Context: an optimization exercise on an open-source flow, tuned for small area. The choices shown serve that exercise and are no tape-out recipe. At most, simulation tests tie the RTL to the original design; equivalence was not proved. Power figures rest on the tool's default switching activity, not on a simulated workload.

## run a
==> flow/design.v (excerpt) <==
module playrec(
	input			CLOCK_50, reset,
	output reg	[21:0]	ram_addr,
	output	[15:0]	ram_data_in,
	output			ram_read, ram_write,
	input	[15:0]	ram_data_out,
	input			ram_valid, ram_waitrq,
	output	[15:0]	audio_out,
	input	[15:0]	audio_in,
	input			audio_out_allowed, audio_in_available,
	output			write_audio_out, read_audio_in,
	input			play, record, pause,
	input	[1:0]	speed,
	input [2:0] sel
);
Settings: LEC_CHECK=0, CAP_MARGIN=20, CORE_MARGIN=2, CORE_UTILIZATION=40, SETUP_SLACK_MARGIN=0.2, SLEW_MARGIN=20, SYNTH_HIERARCHICAL=1, SYNTH_MINIMUM_KEEP_SIZE=0; clock period 10.0 ns.
standard.sh (not shown) runs the stock make flow with config.mk's settings and CLKGATE_MAP_FILE= SYNTH_SCRIPT=/design/flow/synth_recipe.tcl, a recipe that flattens the netlist after the stock synthesis.
==> flow/flow/run.sh <==
#!/bin/bash
# Standard ORFS layout (the standard.sh, unchanged synthesis) with two
# layout-only choices passed to the ORFS scripts:
#  - port buffers use the smallest buffer cell (every port is still buffered)
#  - clock tree synthesis without dummy loads
set -euo pipefail
export BUFFER_PORTS_ARGS="-buffer_cell sky130_fd_sc_hd__buf_1"
export CTS_ARGS="-sink_clustering_enable -repair_clock_nets -dont_use_dummy_load -buf_list sky130_fd_sc_hd__clkbuf_4 -sink_clustering_size 10 -sink_clustering_max_diameter 50"
bash standard.sh > standard_flow.log 2>&1
Run a went all the way through synthesis, placement and routing and the layout is clean on timing, DRC and antenna.
Modified inputs, run b compared to run a
Settings: SETUP_SLACK_MARGIN: 0.2 -> 0.05.
- Compared with run a, in run b ratio of final minimum period to clock period picked up an extra 0.87 points; wire length lost about 1%.
- Actual transition at the worst max-transition pin: run b and run a compared, higher one is run a
- Of run b and run a, the lower part of the power in combinational logic belongs to run b.
Function was not checked in any run of this note: the RTL went through the layout flow alone.


playrec, a different RTL version from the one above (not shown whole).
Size in the first run: ~1100 cells after synthesis, ~13000 um^2 of cells after synthesis.
export LEC_CHECK = 0
export CAP_MARGIN = 20
export CORE_MARGIN = 2
export CORE_UTILIZATION = 40
export SETUP_SLACK_MARGIN = 0.2
export SLEW_MARGIN = 20
export SYNTH_HIERARCHICAL = 1
export SYNTH_MINIMUM_KEEP_SIZE = 0
create_clock -name core_clock -period 10.0 [get_ports {CLOCK_50}]
==> flow/flow/run.sh <==
#!/bin/bash
# Standard ORFS layout (the standard.sh, unchanged synthesis) with two
# layout-only choices passed to the ORFS scripts:
#  - port buffers use the smallest buffer cell (every port is still buffered)
#  - clock tree synthesis without dummy loads
set -euo pipefail
export BUFFER_PORTS_ARGS="-buffer_cell sky130_fd_sc_hd__buf_1"
export CTS_ARGS="-sink_clustering_enable -repair_clock_nets -dont_use_dummy_load -buf_list sky130_fd_sc_hd__clkbuf_4"
bash standard.sh > standard_flow.log 2>&1
Edit:
--- a/flow/flow/run.sh
+++ b/flow/flow/run.sh
@@ -8 +8 @@
-export CTS_ARGS="-sink_clustering_enable -repair_clock_nets -dont_use_dummy_load -buf_list sky130_fd_sc_hd__clkbuf_4"
+export CTS_ARGS="-sink_clustering_enable -repair_clock_nets -dont_use_dummy_load -buf_list sky130_fd_sc_hd__clkbuf_4 -sink_clustering_size 10 -sink_clustering_max_diameter 50"
Worst setup slack degrades by 0.028 ns.
Sequential cell count stays the same.
Final area is lower slightly.
Sequential power is about the same.
Sequential share of layout area is higher by 0.35 points.
Clock power is lower by a quarter to a third.
Global-route usage is lower by 0.21 points.
Synthesized cell count stays the same.
Critical path depth is higher by 1.
Power is lower by a few percent.


Setup of run A:
Another version of the RTL of playrec (not shown whole).
Size: ~1000 cells after synthesis, ~200 flip-flops, about 12000 um^2 of cells after synthesis.
clock: 10.0 ns
lec_check: 0
cap_margin: 20
core_margin: 2
core_utilization: 40
gpl_routability_driven: 0
setup_slack_margin: 0.05
slew_margin: 20
synth_hierarchical: 1
synth_minimum_keep_size: 0
==> flow/flow/run.sh <==
#!/bin/bash
# Standard ORFS layout (the standard.sh, unchanged synthesis) with two
# layout-only choices passed to the ORFS scripts:
#  - port buffers use the smallest buffer cell (every port is still buffered)
#  - clock tree synthesis without dummy loads
set -euo pipefail
export BUFFER_PORTS_ARGS="-buffer_cell sky130_fd_sc_hd__buf_1"
export CTS_ARGS="-sink_clustering_enable -repair_clock_nets -dont_use_dummy_load -buf_list sky130_fd_sc_hd__clkbuf_4 -sink_clustering_size 10 -sink_clustering_max_diameter 50"
bash standard.sh > standard_flow.log 2>&1
Run A: done, clean on timing, DRC and antenna
The following lists how run B was set up differently from run A:
Settings: removing GPL_ROUTABILITY_DRIVEN (formerly 0).
==> run notes <==
- As far as via count goes, run B and run A are indistinguishable; the numbers are identical.
- Re core utilization: no difference whatsoever between run A and run B.
- Going from run A to run B, actual transition at the worst max-transition pin flat, worst slack on hold paths flat, global-route wire length before repair flat.
- Reported for run A and run B, cell area after placement turned out identical to the last digit.
> inputs changed (run B -> run C)
Settings: GPL_TIMING_DRIVEN: unset -> 0.
==> comparison <==
Cell with the biggest individual delay on the critical path: nor2_2 -> run B, fa_1 -> run C
Run C vs run B on fraction of layout instances using a drive strength above 1: run C is the higher one.
Taking run B as the reference, in run C number of global-route vias before repair now sits higher, worst setup slack shrank by 130 ps, global-route usage picked up an extra 2.8 points, share of total power in the clock network went up.
Sequential cell count: run C vs run B identical
Sort run B and run C by number of detailed-routing iterations run before antenna repair desc -> top: run B
Taking run B as the reference point, the highest attainable clock frequency of run C falls by about 1.3%.


JK:
Another version of the RTL of playrec (not shown whole).
For scale: about 1,100 cells after synthesis.
export LEC_CHECK = 0
export CAP_MARGIN = 20
export CORE_MARGIN = 2
export CORE_UTILIZATION = 40
export SETUP_SLACK_MARGIN = 0.2
export SLEW_MARGIN = 20
export SYNTH_HIERARCHICAL = 1
export SYNTH_MINIMUM_KEEP_SIZE = 0
create_clock -name core_clock -period 10.0 [get_ports {CLOCK_50}]
==> flow/flow/run.sh <==
#!/bin/bash
# Standard ORFS layout (the standard.sh, unchanged synthesis) with two
# layout-only choices passed to the ORFS scripts:
#  - port buffers use the smallest buffer cell (every port is still buffered)
#  - clock tree synthesis without dummy loads
set -euo pipefail
export BUFFER_PORTS_ARGS="-buffer_cell sky130_fd_sc_hd__buf_1"
export CTS_ARGS="-sink_clustering_enable -repair_clock_nets -dont_use_dummy_load -buf_list sky130_fd_sc_hd__clkbuf_4"
bash standard.sh > standard_flow.log 2>&1
No stage failed in JK, and the final checks on the layout all came back clean.
Input changes introduced in MS (baseline for comparison: JK):
# JK
export LEC_CHECK = 0
export CAP_MARGIN = 20
export CORE_MARGIN = 2
export CORE_UTILIZATION = 40
export SETUP_SLACK_MARGIN = 0.2
export SLEW_MARGIN = 20
export SYNTH_HIERARCHICAL = 1
export SYNTH_MINIMUM_KEEP_SIZE = 0
create_clock -name core_clock -period 10.0 [get_ports {CLOCK_50}]
# MS
export LEC_CHECK = 0
export CAP_MARGIN = 20
export CORE_MARGIN = 2
export CORE_UTILIZATION = 40
export CTS_BUF_LIST = sky130_fd_sc_hd__clkbuf_8
export GPL_TIMING_DRIVEN = 0
export SETUP_SLACK_MARGIN = 0.2
export SLEW_MARGIN = 20
export SYNTH_HIERARCHICAL = 1
export SYNTH_MINIMUM_KEEP_SIZE = 0
create_clock -name core_clock -period 10.0 [get_ports {CLOCK_50}]
==> flow/run.sh (new file) <==
#!/bin/bash
# synth_recipe.tcl (not shown) runs the flow's synth.tcl, then flattens the netlist and writes it again
# the make line also repeats each setting of config.mk as NAME=value (left out here)
make -C /OpenROAD-flow-scripts/flow DESIGN_CONFIG=/design/flow/config.mk WORK_HOME=/design/flow/orfs CLKGATE_MAP_FILE= SYNTH_SCRIPT=/design/flow/synth_recipe.tcl finish
removed: flow/flow/run.sh
removed: flow/standard.sh
Findings:
In the metrics for JK and MS, the one carrying the higher met2 wirelength from detailed routing is MS. Per the comparison of MS with JK, overall power after layout now larger, final instance area rose by about 9%, sequential cell count of the final layout flat. Re critical-path maximum fanout: MS is 20 down on JK. When the final numbers for JK and MS were put side by side, the global-route usage turned out to be smaller in JK. The higher sequential share of layout area of JK and MS is in JK. Fmax: MS below JK. MS vs JK — maximum vdd drop climbed by more than 10%. [compare] base=JK new=MS: starting DRC count in detailed routing now larger, total placed cells including tap cells went up by about 3%.
The inputs of AL differ from those of MS as listed below.
# MS
export LEC_CHECK = 0
export CAP_MARGIN = 20
export CORE_MARGIN = 2
export CORE_UTILIZATION = 40
export CTS_BUF_LIST = sky130_fd_sc_hd__clkbuf_8
export GPL_TIMING_DRIVEN = 0
export SETUP_SLACK_MARGIN = 0.2
export SLEW_MARGIN = 20
export SYNTH_HIERARCHICAL = 1
export SYNTH_MINIMUM_KEEP_SIZE = 0
create_clock -name core_clock -period 10.0 [get_ports {CLOCK_50}]
# AL
export LEC_CHECK = 0
export CAP_MARGIN = 20
export CORE_MARGIN = 2
export CORE_UTILIZATION = 40
export GPL_TIMING_DRIVEN = 0
export SETUP_SLACK_MARGIN = 0.2
export SLEW_MARGIN = 20
export SYNTH_HIERARCHICAL = 1
export SYNTH_MINIMUM_KEEP_SIZE = 0
create_clock -name core_clock -period 10.0 [get_ports {CLOCK_50}]
==> flow/flow/run.sh (new file) <==
#!/bin/bash
# Standard ORFS layout (the standard.sh, unchanged synthesis) with two
# layout-only choices passed to the ORFS scripts:
#  - port buffers use the smallest buffer cell (every port is still buffered)
#  - clock tree synthesis without dummy loads
set -euo pipefail
export BUFFER_PORTS_ARGS="-buffer_cell sky130_fd_sc_hd__buf_1"
export CTS_ARGS="-sink_clustering_enable -repair_clock_nets -dont_use_dummy_load -buf_list {sky130_fd_sc_hd__clkbuf_4 sky130_fd_sc_hd__clkbuf_8}"
bash standard.sh > standard_flow.log 2>&1
==> flow/standard.sh (new file) <==
#!/bin/bash
# synth_recipe.tcl (not shown) runs the flow's synth.tcl, then flattens the netlist and writes it again
# the make line also repeats each setting of config.mk as NAME=value (left out here)
make -C /OpenROAD-flow-scripts/flow DESIGN_CONFIG=/design/flow/config.mk WORK_HOME=/design/flow/orfs CLKGATE_MAP_FILE= SYNTH_SCRIPT=/design/flow/synth_recipe.tcl "${@:-finish}"
removed: flow/run.sh
[summary]
Post-route met1 wirelength was higher in MS than in AL. Compared with MS, detailed route wirelength on metal3 in AL increased by a few percent. MS -> AL: count of non-CTS buffers in the layout decreased slightly. Taking MS as the reference, in AL area of all placed cells without fillers now sits lower, post-cts hold buffer count ~0 delta, number of buffers created by CTS moved down. Internal power of the cells (AL vs. MS) decreases by more than 10%. Lower setup slack after layout among MS and AL: AL. Global-route wire length before repair: AL vs MS down 3.5%. Sort MS and AL by layout overhead on the synthesized area asc -> top: AL. Of MS and AL, the higher number of clock buffers in the layout belongs to MS.
[inputs] TR vs AL
diff --git a/flow/flow/run.sh b/flow/flow/run.sh
--- a/flow/flow/run.sh
+++ b/flow/flow/run.sh
@@ -7,3 +7,4 @@
 export BUFFER_PORTS_ARGS="-buffer_cell sky130_fd_sc_hd__buf_1"
-export CTS_ARGS="-sink_clustering_enable -repair_clock_nets -dont_use_dummy_load -buf_list {sky130_fd_sc_hd__clkbuf_4 sky130_fd_sc_hd__clkbuf_8}"
+export CTS_ARGS="-sink_clustering_enable -repair_clock_nets -dont_use_dummy_load -buf_list sky130_fd_sc_hd__clkbuf_4"
+export REMOVE_ABC_BUFFERS=1
 bash standard.sh > standard_flow.log 2>&1
==> comparison <==
- Every stage of the flow completed for TR, and the final layout passed the timing, design-rule and antenna checks.
- TR vs. AL: number of cells on the critical path lower; final hold slack lower; initial antenna violation count higher; number of cells upsized or downsized after cts lower; maximum achievable frequency roughly the same.
- TR vs. AL: sequential share of cell area went up by 0.41 points.
- On TR: overall power consumption is 0.25 mW lower than what AL gave.
- The core of TR is less densely filled than that of AL.
- Fraction of area in multi-input gates: TR vs AL up 0.98 points
Modified inputs, PW compared to TR
==> flow/run.sh (new file) <==
#!/bin/bash
# synth_recipe.tcl (not shown) runs the flow's synth.tcl, then flattens the netlist and writes it again
# the make line also repeats each setting of config.mk as NAME=value (left out here)
make -C /OpenROAD-flow-scripts/flow DESIGN_CONFIG=/design/flow/config.mk WORK_HOME=/design/flow/orfs CLKGATE_MAP_FILE= SYNTH_SCRIPT=/design/flow/synth_recipe.tcl finish
removed: flow/flow/run.sh
removed: flow/standard.sh
- Every stage of the flow completed for PW, and the final layout passed the timing, design-rule and antenna checks.
- Taking TR as the reference, in PW utilization saw an increase; synthesis-to-finish area growth rose by 8.7 points; number of global-route vias before repair decreased 106; maximum clock frequency went down.
- PW falls short of TR in setup slack.
No functional check of the RTL was part of any run of this note.


Setup of yarrow:
Another version of the RTL of playrec (not shown whole).
For scale: about 1100 cells after synthesis, about 220 flip-flops, ~13000 um2 of cells after synthesis.
Design playrec, start of the top module:
module playrec(
	input			CLOCK_50, reset,
	output reg	[21:0]	ram_addr,
	output	[15:0]	ram_data_in,
	output			ram_read, ram_write,
	input	[15:0]	ram_data_out,
	input			ram_valid, ram_waitrq,
	output	[15:0]	audio_out,
	input	[15:0]	audio_in,
	input			audio_out_allowed, audio_in_available,
	output			write_audio_out, read_audio_in,
	input			play, record, pause,
	input	[1:0]	speed,
	input [2:0] sel
);
clock: 10.0 ns
lec_check: 0
cap_margin: 20
core_margin: 2
core_utilization: 40
setup_slack_margin: 0.05
slew_margin: 20
synth_hierarchical: 1
synth_minimum_keep_size: 0
==> flow/flow/run.sh <==
#!/bin/bash
# Standard ORFS layout (the standard.sh, unchanged synthesis) with two
# layout-only choices passed to the ORFS scripts:
#  - port buffers use the smallest buffer cell (every port is still buffered)
#  - clock tree synthesis without dummy loads
set -euo pipefail
export BUFFER_PORTS_ARGS="-buffer_cell sky130_fd_sc_hd__buf_1"
export CTS_ARGS="-sink_clustering_enable -repair_clock_nets -dont_use_dummy_load -buf_list sky130_fd_sc_hd__clkbuf_4 -sink_clustering_size 10 -sink_clustering_max_diameter 50"
bash standard.sh > standard_flow.log 2>&1
yarrow has completed all stages; timing, DRC and antenna checks passed.
Here is what was changed in the inputs of indigo compared with yarrow.
Settings: SETUP_SLACK_MARGIN: 0.05 -> 0.2.
### Flow results
- Compared with yarrow, indigo shows a lower minimum clock period.
- indigo against yarrow: worst max-slew margin expressed relative to the limit ~0 delta; final critical-path setup slack +0.081 ns; core utilization +0.26 points; leakage power of the design +0.56%.
- There was hardly any difference in total wirelength of the detailed-routed design between indigo and yarrow.
For juniper, these inputs were changed with respect to indigo:
Settings: CORE_UTILIZATION changed from 40 to 60.
Results
Lower area share of buffers outside the clock network was reported by indigo, not juniper.
Between indigo and juniper, the flow reports clock-buffer cell count decreasing by more than 10%.
The setup slack of juniper is larger than that of indigo.
Every stage of the flow completed for juniper, and the final layout passed the timing, design-rule and antenna checks.
Relative to indigo, fmax increased by about 0.47% in juniper.


playrec with an RTL version that a note above also has.
Size: ~1100 cells after synthesis, ~100 I/O pins, roughly 13000 um^2 of cells after synthesis.
clock: 10.0 ns
lec_check: 0
cap_margin: 20
core_margin: 2
core_utilization: 40
gpl_timing_driven: 0
setup_slack_margin: 0.2
slew_margin: 20
synth_hierarchical: 1
synth_minimum_keep_size: 0
==> flow/flow/run.sh <==
#!/bin/bash
# Standard ORFS layout (the standard.sh, unchanged synthesis) with two
# layout-only choices passed to the ORFS scripts:
#  - port buffers use the smallest buffer cell (every port is still buffered)
#  - clock tree synthesis without dummy loads
set -euo pipefail
export BUFFER_PORTS_ARGS="-buffer_cell sky130_fd_sc_hd__buf_1"
export CTS_ARGS="-sink_clustering_enable -repair_clock_nets -dont_use_dummy_load -buf_list sky130_fd_sc_hd__clkbuf_4"
bash standard.sh > standard_flow.log 2>&1
The first run went through all stages and came out clean.
Rerun with:
--- a/flow/flow/run.sh
+++ b/flow/flow/run.sh
@@ -8 +8 @@
-export CTS_ARGS="-sink_clustering_enable -repair_clock_nets -dont_use_dummy_load -buf_list sky130_fd_sc_hd__clkbuf_4"
+export CTS_ARGS="-sink_clustering_enable -repair_clock_nets -dont_use_dummy_load"
What happened: Wire length went down by 0.65%; design area went up by 1.2%; setup slack is better by 0.0086 ns.
No functional check of the RTL was part of any run of this note.

## static timing again, ports no longer ideal
The results above use ideal ports. As a check the final layouts listed here were re-extracted and re-timed, cells and wires unchanged. Step 1 sets driving cells, clkbuf_16 on the clock port and buf_2 on the other inputs (assumed; they add their load-dependent delay and slew). Step 2 also shifts input and output timing later by t, the mid clock arrival at the registers, as if the neighbouring blocks saw the same clock. Three values: no drivers, after step 1, after step 2; two values: the first two.
| run | t (ns) | setup WS [ns] | clock arrival spread, ns | pins driven straight from the clock port |
|---|---|---|---|---|
| run a of note 1 | 0.673 | 0.405 / 0.383 / 0.383 | 0.106 / 0.106 | 1 |
| run b of note 1 | 0.673 | 0.319 / 0.298 / 0.298 | 0.103 / 0.103 | 1 |
| the first run of note 2 | 0.679 | 0.398 / 0.377 / 0.377 | 0.104 / 0.104 | 1 |
| the second run of note 2 | 0.744 | 0.370 / 0.351 / 0.351 | 0.056 / 0.057 | 1 |
| run A of note 3 | 0.677 | 0.394 / 0.374 / 0.374 | 0.101 / 0.101 | 1 |
| run B of note 3 | 0.677 | 0.394 / 0.374 / 0.374 | 0.101 / 0.101 | 1 |
| run C of note 3 | 0.722 | 0.267 / 0.246 / 0.246 | 0.099 / 0.099 | 1 |
| JK | 0.681 | 0.438 / 0.415 / 0.415 | 0.093 / 0.093 | 1 |
| MS | 0.602 | 0.325 / 0.303 / 0.303 | 0.035 / 0.034 | 1 |
| AL | 0.559 | 0.311 / 0.285 / 0.285 | 0.048 / 0.048 | 1 |
| TR | 0.695 | 0.327 / 0.304 / 0.304 | 0.076 / 0.075 | 1 |
| PW | 0.585 | 0.295 / 0.274 / 0.274 | 0.016 / 0.016 | 1 |
| yarrow | 0.672 | 0.290 / 0.263 / 0.263 | 0.102 / 0.102 | 1 |
| indigo | 0.669 | 0.371 / 0.347 / 0.347 | 0.103 / 0.103 | 1 |
| juniper | 0.684 | 0.415 / 0.390 / 0.390 | 0.057 / 0.057 | 1 |
| the first run of note 6 | 0.672 | 0.331 / 0.305 / 0.305 | 0.072 / 0.071 | 1 |
| the second run of note 6 | 0.551 | 0.339 / 0.315 / 0.315 | 0.042 / 0.042 | 1 |
After both steps every run listed still meets setup and hold. The setup slack of yarrow, which loses most, moves by -0.027 ns with the drivers and by -0.027 ns with both steps.
